Source: an optimization exercise on an open RTL-to-GDS flow (aim: small area). Production flows keep margins and buffers that such runs may drop. Only simulation tests tie the RTL to the original design; equivalence was not proved. The clock port is modelled as an ideal driver, which makes a skipped or thinned clock tree look cheaper than it is; a real chip needs a root buffer or a tree. Power and IR drop assume default switching activity.

== branch xenon ==
==> flow/design.v <==
`timescale 1ns / 1ps
module RX(
    input wire          clk,
    input wire          rst_n,
    input wire          rx_en,
    input wire [1:0]    parity,
    input wire [2:0]    data_bits,
    input wire          stop_bit,
    input wire [15:0]   rx_divisor,
    input wire          rx,
    input wire          rx_data_read,
    input wire          fifo_en,
    input wire          fifo_full,
    output wire         rx_success,
    output wire [8:0]   rx_data,
    output wire         rx_idle,
    output wire         rx_done,
    output wire [2:0]   error
    );
    localparam S_WAIT  = 3'b000,
               S_DONE  = 3'b001,
               S_ABORT = 3'b010,
               S_START = 3'b100,
               S_DATA  = 3'b101,
               S_PAR   = 3'b110,
               S_STOP  = 3'b111;
    reg [2:0]  state;
    reg        rx_sync1, rx_sync2, rx_d1;
    reg [15:0] counter;
    reg [3:0]  sample_counter;
    reg [2:0]  samples;
    reg        rx_in;
    reg [2:0]  nb_code;       
    reg [3:0]  remain;        
    reg        par_en;
    reg        par_acc;
    reg [8:0]  shreg;
    reg        ovr;
    wire idle_st  = ~state[2];
    wire st_start = (state == S_START);
    wire st_data  = (state == S_DATA);
    wire st_par   = (state == S_PAR);
    wire st_stop  = (state == S_STOP);
    wire rx_negedge   = ~rx_sync2 & rx_d1;
    wire start_detect = idle_st & rx_negedge;
    wire tick    = (counter == 16'd1);
    wire bit_end = tick & (sample_counter == 4'd15);
    wire bit_mid = tick & (sample_counter == 4'd10);
    wire frame_end = st_stop & bit_mid & (remain == 4'd10);
    assign rx_idle = (state == S_WAIT);
    assign rx_done = (state == S_DONE);
    always @(posedge clk or negedge rst_n) begin
        if (!rst_n) begin
            rx_sync1 <= 1'b1;
            rx_sync2 <= 1'b1;
            rx_d1    <= 1'b1;
        end else begin
            rx_sync1 <= rx_en ? rx : 1'b1;
            rx_sync2 <= rx_sync1;
            rx_d1    <= rx_sync2;
        end
    end
    always @(posedge clk) begin
        counter <= ({16{~idle_st}} & (counter - 16'd1)) |
                   ({16{idle_st | tick}} & {4'b0, rx_divisor[15:4]});
        sample_counter <= {4{~idle_st}} & (sample_counter + {3'b0, tick});
    end
    always @(posedge clk) begin
        if (rx_idle)
            samples <= 3'b0;
        else begin
            if (sample_counter == 4'd7) samples[0] <= rx_sync2;
            if (sample_counter == 4'd8) samples[1] <= rx_sync2;
            if (sample_counter == 4'd9) samples[2] <= rx_sync2;
        end
        if (!frame_end)
            rx_in <= (samples[2] & samples[1]) | (samples[1] & samples[0]) | (samples[0] & samples[2]);
    end
    always @(posedge clk) begin
        if (idle_st) begin
            case (data_bits)
                3'd0: nb_code <= 3'd0;
                3'd1: nb_code <= 3'd1;
                3'd2: nb_code <= 3'd2;
                3'd4: nb_code <= 3'd4;
                default: nb_code <= 3'd3;
            endcase
            remain  <= {1'b0, nb_code} + {3'b0, stop_bit};
            par_en  <= parity[1] ^ parity[0];
            par_acc <= parity[0] & ~parity[1];
        end else begin
            if (bit_end & ~st_par)
                remain <= remain - 4'd1;
            if (bit_end & (st_data | st_par))
                par_acc <= par_acc ^ rx_in;
        end
    end
    wire [8:0] ins;
    assign ins[3:0] = 4'b0;
    assign ins[4] = (nb_code == 3'd0);
    assign ins[5] = (nb_code == 3'd1);
    assign ins[6] = (nb_code == 3'd2);
    assign ins[7] = (nb_code == 3'd3);
    assign ins[8] = (nb_code == 3'd4);
    always @(posedge clk) begin
        if (st_start)
            shreg <= ins;
        else if (st_data & bit_end)
            shreg <= ({1'b0, shreg[8:1]} & ~ins) | ({9{rx_in}} & ins);
    end
    always @(posedge clk)
        ovr <= fifo_en ? fifo_full : ~rx_data_read;
    always @(posedge clk or negedge rst_n) begin
        if (!rst_n)
            state <= S_WAIT;
        else if (idle_st)
            state <= rx_negedge ? S_START : S_WAIT;
        else case (state)
            S_START: if (bit_mid) begin
                         if (rx_in) state <= S_ABORT;
                     end else if (bit_end)
                         state <= S_DATA;
            S_DATA:  if (bit_end & shreg[0])
                         state <= par_en ? S_PAR : S_STOP;
            S_PAR:   if (bit_end)
                         state <= S_STOP;
            default: if (frame_end)
                         state <= S_DONE;
        endcase
    end
    assign rx_data    = shreg;
    assign error[2]   = ~rx_in;
    assign error[1]   = par_en & par_acc;
    assign error[0]   = ovr;
    assign rx_success = ~(par_en & par_acc);
endmodule
export LEC_CHECK = 0
export ABC_AREA = 1
export CAP_MARGIN = 20
export CORE_MARGIN = 2
export CORE_UTILIZATION = 60
export SLEW_MARGIN = 20
create_clock -name core_clock -period 5.0 [get_ports {clk}]
standard.sh (not shown) runs the stock make flow with config.mk's settings and CLKGATE_MAP_FILE= SYNTH_SCRIPT=/design/flow/synth_recipe.tcl, a recipe that flattens the netlist after the stock synthesis.
==> flow/flow/run.sh <==
#!/bin/bash
# Standard layout with: no adder cells and an area-oriented ABC mapping script, the smallest
# buffer on the ports, and a flat clock tree of at least three buffers.
set -euo pipefail
here=$(pwd)
cp -r "$FLOW_HOME/scripts" "$here/scripts"
cp "$here/flow/abc_area.script" "$here/scripts/abc_area.script"
ADDER_MAP_FILE= SCRIPTS_DIR="$here/scripts" bash standard.sh synth > synth.log 2>&1
export BUFFER_PORTS_ARGS="-buffer_cell sky130_fd_sc_hd__buf_1"
export CTS_ARGS="-sink_clustering_enable -repair_clock_nets -dont_use_dummy_load -buf_list sky130_fd_sc_hd__clkbuf_4 -root_buf sky130_fd_sc_hd__clkbuf_4"
export POST_CTS_TCL="$here/flow/post_cts.tcl"
export TREE_CELL=sky130_fd_sc_hd__clkbuf_8
export TREE_N=3
export TREE_SLEW=0.100
bash standard.sh > layout.log 2>&1
Other scripts of this flow, unchanged in this note and not shown: flow/flow/abc_area.script, flow/flow/post_cts.tcl
For branch lagoon, these inputs were changed with respect to branch xenon:
==> flow/design.v, changed modules only <==
module RX(
    input wire          clk,
    input wire          rst_n,
    input wire          rx_en,
    input wire [1:0]    parity,
    input wire [2:0]    data_bits,
    input wire          stop_bit,
    input wire [15:0]   rx_divisor,
    input wire          rx,
    input wire          rx_data_read,
    input wire          fifo_en,
    input wire          fifo_full,
    output wire         rx_success,
    output wire [8:0]   rx_data,
    output wire         rx_idle,
    output wire         rx_done,
    output wire [2:0]   error
    );
    localparam S_WAIT  = 3'b000,
               S_DONE  = 3'b001,
               S_ABORT = 3'b010,
               S_START = 3'b100,
               S_DATA  = 3'b101,
               S_PAR   = 3'b110,
               S_STOP  = 3'b111;
    reg [2:0]  state;
        reg [15:0] counter;
    reg [3:0]  sample_counter;
    reg [2:0]  samples;
    reg        rx_in;
    reg [2:0]  nb_code;       
    reg [3:0]  remain;        
    reg        par_en;
    reg        par_acc;
    reg [8:0]  shreg;
    reg        ovr;
    wire idle_st  = ~state[2];
    wire st_start = (state == S_START);
    wire st_data  = (state == S_DATA);
    wire st_par   = (state == S_PAR);
    wire st_stop  = (state == S_STOP);
    wire rx_negedge;
    wire start_detect = idle_st & rx_negedge;
    wire tick    = (counter == 16'd1);
    wire bit_end = tick & (sample_counter == 4'd15);
    wire bit_mid = tick & (sample_counter == 4'd10);
    wire frame_end = st_stop & bit_mid & (remain == 4'd10);
    assign rx_idle = (state == S_WAIT);
    assign rx_done = (state == S_DONE);
    reg nrx_sync1, nrx_sync2, nrx_d1;
    always @(posedge clk or negedge rst_n) begin
        if (!rst_n) begin
            nrx_sync1 <= 1'b0;
            nrx_sync2 <= 1'b0;
            nrx_d1    <= 1'b0;
        end else begin
            nrx_sync1 <= rx_en & ~rx;
            nrx_sync2 <= nrx_sync1;
            nrx_d1    <= nrx_sync2;
        end
    end
    wire rx_sync2 = ~nrx_sync2;
    assign rx_negedge = nrx_sync2 & ~nrx_d1;
    always @(posedge clk) begin
        counter <= ({16{~idle_st}} & (counter - 16'd1)) |
                   ({16{idle_st | tick}} & {4'b0, rx_divisor[15:4]});
        sample_counter <= {4{~idle_st}} & (sample_counter + {3'b0, tick});
    end
    always @(posedge clk) begin
        if (sample_counter == 4'd7) samples[0] <= rx_sync2;
        if (sample_counter == 4'd8) samples[1] <= rx_sync2;
        if (rx_idle)
            samples[2] <= 1'b0;
        else if (sample_counter == 4'd9)
            samples[2] <= rx_sync2;
        if (!frame_end)
            rx_in <= (samples[2] & samples[1]) | (samples[1] & samples[0]) | (samples[0] & samples[2]);
    end
    always @(posedge clk) begin
        if (idle_st) begin
            case (data_bits)
                3'd0: nb_code <= 3'd0;
                3'd1: nb_code <= 3'd1;
                3'd2: nb_code <= 3'd2;
                3'd4: nb_code <= 3'd4;
                default: nb_code <= 3'd3;
            endcase
            remain  <= {1'b0, nb_code} + {3'b0, stop_bit};
            par_en  <= parity[1] ^ parity[0];
            par_acc <= parity[0] & ~parity[1];
        end else begin
            if (bit_end & ~st_par)
                remain <= remain - 4'd1;
            if (bit_end & (st_data | st_par))
                par_acc <= par_acc ^ rx_in;
        end
    end
    wire [8:0] ins;
    assign ins[3:0] = 4'b0;
    assign ins[4] = (nb_code == 3'd0);
    assign ins[5] = (nb_code == 3'd1);
    assign ins[6] = (nb_code == 3'd2);
    assign ins[7] = (nb_code == 3'd3);
    assign ins[8] = (nb_code == 3'd4);
    always @(posedge clk) begin
        if (st_start)
            shreg <= ins;
        else if (st_data & bit_end)
            shreg <= ({1'b0, shreg[8:1]} & ~ins) | ({9{rx_in}} & ins);
    end
    always @(posedge clk)
        ovr <= fifo_en ? fifo_full : ~rx_data_read;
    always @(posedge clk or negedge rst_n) begin
        if (!rst_n)
            state <= S_WAIT;
        else if (idle_st)
            state <= rx_negedge ? S_START : S_WAIT;
        else case (state)
            S_START: if (bit_mid) begin
                         if (rx_in) state <= S_ABORT;
                     end else if (bit_end)
                         state <= S_DATA;
            S_DATA:  if (bit_end & shreg[0])
                         state <= par_en ? S_PAR : S_STOP;
            S_PAR:   if (bit_end)
                         state <= S_STOP;
            default: if (frame_end)
                         state <= S_DONE;
        endcase
    end
    assign rx_data    = shreg;
    assign error[2]   = ~rx_in;
    assign error[1]   = par_en & par_acc;
    assign error[0]   = ovr;
    assign rx_success = ~(par_en & par_acc);
endmodule
Notes after the runs:
Cmp branch xenon and branch lagoon / count of flip-flops with a built-in enable after synthesis / higher: branch lagoon. Synthesized cell count: branch lagoon vs branch xenon down 10. branch lagoon improves on branch xenon in area of the core. Sort branch xenon and branch lagoon by power, descending, and branch xenon comes first. Summary of branch lagoon over branch xenon: routed length per placed instance higher, area of all sequential standard cells increased by 16 µm² relative to the old numbers.
In every run of this note, the design's own scripts or RTL, not TritonCTS, make the clock network.

## separate check: timing with driven ports
The results above use ideal ports. As a check the final layouts listed here were re-extracted and re-timed, cells and wires unchanged.
Step 1: set_driving_cell puts a clkbuf_16 on clk and a buf_2 on each other input, an assumption about the parent block.
Step 2, shift: input delay + t, output delay - t, t = (earliest + latest rising clock arrival at the registers) / 2. This alone moves slack from input paths to output paths.
Slacks: no drivers / after step 1 / after step 2; pairs: no drivers / after step 1.
run	shift t [ns]	setup slack, ns	hold slack, ns	worst setup path after step 2	slew at the worst register clock pin (ns)
branch xenon	0.190	1.606 / 1.606 / 1.606	0.361 / 0.361 / 0.361	register to register	0.08 / 0.08
branch lagoon	0.191	1.542 / 1.543 / 1.543	0.358 / 0.358 / 0.358	register to register	0.10 / 0.10
After both steps every run listed still meets setup and hold.
